Context: an optimization exercise on an open-source flow, tuned for small area, a short achievable clock period and few clock cycles per item. The choices shown serve that exercise and are no tape-out recipe.
Where RTL was checked, it was by simulation tests only, not by an equivalence proof against the original.
Power figures rest on the tool's default switching activity, not on a simulated workload.

## P
## grn_farm
module grn_farm #(
	parameter VECTOR_SIZE = 69,
	parameter LS          = 2,          
	parameter LK          = 1           
) (
	input  logic                   clk,
	input  logic                   rst,
	input  logic                   in_valid,
	input  logic [VECTOR_SIZE-1:0] in_conf,
	output logic                   in_ready,
	output logic                   out_valid,
	output logic [VECTOR_SIZE-1:0] out_conf,
	output logic [31:0]            out_transient,
	output logic [31:0]            out_length
);
make LEC_CHECK=0 CAP_MARGIN=20 CORE_MARGIN=2 CORE_UTILIZATION=55 CTS_CLUSTER_DIAMETER=80 CTS_CLUSTER_SIZE=25 PLACE_DENSITY=0.65 SETUP_SLACK_MARGIN=3.0 SLEW_MARGIN=20 finish   # period 5.0 ns
run.sh (not shown) runs the stock make flow with config.mk's settings and CLKGATE_MAP_FILE= SYNTH_SCRIPT=/design/flow/synth_recipe.tcl, a recipe that flattens the netlist after the stock synthesis.
P ended with every stage complete and zero timing, DRC or antenna violations.
Changes in Q relative to P:
Settings: swapping 0.65 for 0.6 in PLACE_DENSITY; swapping 3.0 for 2.5 in SETUP_SLACK_MARGIN; swapping 55 for 45 in CORE_UTILIZATION.
==> notes.md <==
Design area (Q over P): decrease, 2900 um^2. P ended up with fewer cell instances than Q did. Sequential share of layout area: Q > P. Q vs. P: wire length on met3 decreased about 30%, final wirelength now smaller, count of flip-flops with a built-in enable after synthesis saw little to no change, final cell utilization of the core went down 15 points. A critical path endpoint of out_length[26] is what P shows, while free belongs to Q. Share of the cycle needed by the critical path after routing | Q below P.
No run of this note included a check of the RTL's function; only the layout flow was run.

* * *

Setup of build 91:
grn_farm, a different RTL version from the one above (not shown whole).
Size in the first run: about 4300 cells after synthesis, ~1200 flip-flops, roughly 210 I/O pins, ~0.043 mm^2 of cells after synthesis.
Design grn_farm, start of the top module:
module grn_farm #(
	parameter VECTOR_SIZE = 69,
	parameter LS          = 2,          
	parameter LK          = 1,          
	parameter G           = 6           
) (
	input  logic                   clk,
	input  logic                   rst,
	input  logic                   in_valid,
	input  logic [VECTOR_SIZE-1:0] in_conf,
	output logic                   in_ready,
	output logic                   out_valid,
	output logic [VECTOR_SIZE-1:0] out_conf,
	output logic [31:0]            out_transient,
	output logic [31:0]            out_length
);
Settings: LEC_CHECK=0, CAP_MARGIN=20, CORE_MARGIN=2, CORE_UTILIZATION=45, CTS_CLUSTER_DIAMETER=80, CTS_CLUSTER_SIZE=25, PLACE_DENSITY=0.6, SETUP_SLACK_MARGIN=2.9, SLEW_MARGIN=20; clock period 5.0 ns.
Testbench counts of build 91, summed over its fixed seeds: cycles 6,150, items 1,280.
The inputs of build 73 differ from those of build 91 as listed below.
- SETUP_SLACK_MARGIN changed from 2.9 to 2.6
- PLACE_DENSITY changed from 0.6 to 0.55
- CORE_UTILIZATION changed from 45 to 35
Notes after the runs:
Build 73 finished all stages; the layout is clean. Sort build 73 and build 91 by portion of the clock cycle consumed by the worst path in the final layout desc -> top: build 73. Area of the die for build 73: about 28% up relative to build 91. Cmp build 73 vs build 91: starting density of the core lower in build 73. Area growth from synthesis to layout came out lower on build 73 than on build 91. Diff build 91 -> build 73: relative area of non-clock buffer cells in the final design saw a decrease, cell area fell by 430 um^2, number of flip-flops and latches shows no meaningful change. Taking build 91 as 1.0, build 73 lands at 0.930 on via density per instance. | global-route wire length before repair | lower: build 91 |. Between build 91 and build 73, the flow reports internal power summed over all cells increasing slightly. Final cell count was lower in the run labelled build 91.
Edits applied to the flow inputs when going from build 73 to build 17:
- swapping 35 for 45 in CORE_UTILIZATION
- swapping 0.55 for 0.6 in PLACE_DENSITY
- swapping 2.6 for 3.0 in SETUP_SLACK_MARGIN
### Flow results
Build 17 has completed all stages; timing, DRC and antenna checks passed.
Endpoint of the worst setup timing path: B[0][37] -> build 73, in_ready -> build 17
On count of multi-input gates, build 73 and build 17 are basically level.
Compared with build 73, build 17 shows a tightest slew margin relative to the limit that is 12 points higher.
Note that the count of clock-buffer cells in the layout recorded for build 73 amounts to 1.12 times the value seen in build 17.
[build 17] number of gates given a new drive strength after cts rose 790 relative to build 73
For the total track usage, build 17 came in 7.0 points higher than build 73 did.
Build 17 does better than build 73 on worst path setup slack after routing.
Number of buffers between clock root and the deepest sink came out exactly the same in build 73 and build 17.
Changes in build 59 relative to build 17:
- swapping 0.6 for 0.7 in PLACE_DENSITY
- swapping 45 for 60 in CORE_UTILIZATION
- swapping 3.0 for 2.6 in SETUP_SLACK_MARGIN
### Flow results
- Delta (build 59 minus build 17): met2 capacity usage during global routing shows an increase of 11 points, clock network power share now sits lower, maximum fanout encountered on the critical timing path went up.

[separate check: timing with driven ports]
In the flow no input, the clock included, has a driving cell. The finished layouts below were timed again as built, in two steps.
Step 1 (the two cells are an assumption about what drives the block):
set clk [get_ports {clk}]
set_driving_cell -lib_cell sky130_fd_sc_hd__clkbuf_16 $clk
set_driving_cell -lib_cell sky130_fd_sc_hd__buf_2 [delete_from_list [all_inputs] $clk]
Step 2 also shifts input and output timing later by t, the mid clock arrival at the registers, as if the neighbouring blocks saw the same clock.
Three values: no drivers, after step 1, after step 2; two values: the first two.
run	t, ns	setup slack, ns	clock arrival spread, ns
P	0.781	2.181 / 2.181 / 2.181	0.034 / 0.034
Q	0.777	2.331 / 2.331 / 2.331	0.042 / 0.042
build 91	0.766	2.782 / 2.716 / 2.595	0.057 / 0.057
build 73	0.750	2.447 / 2.447 / 2.447	0.037 / 0.037
build 17	0.773	2.795 / 2.727 / 2.731	0.051 / 0.050
build 59	0.737	2.584 / 2.584 / 2.584	0.038 / 0.038
After both steps every run listed still meets setup and hold. For build 91, which loses most, drivers alone change the setup slack by -0.066 ns; drivers and shift together by -0.187 ns.
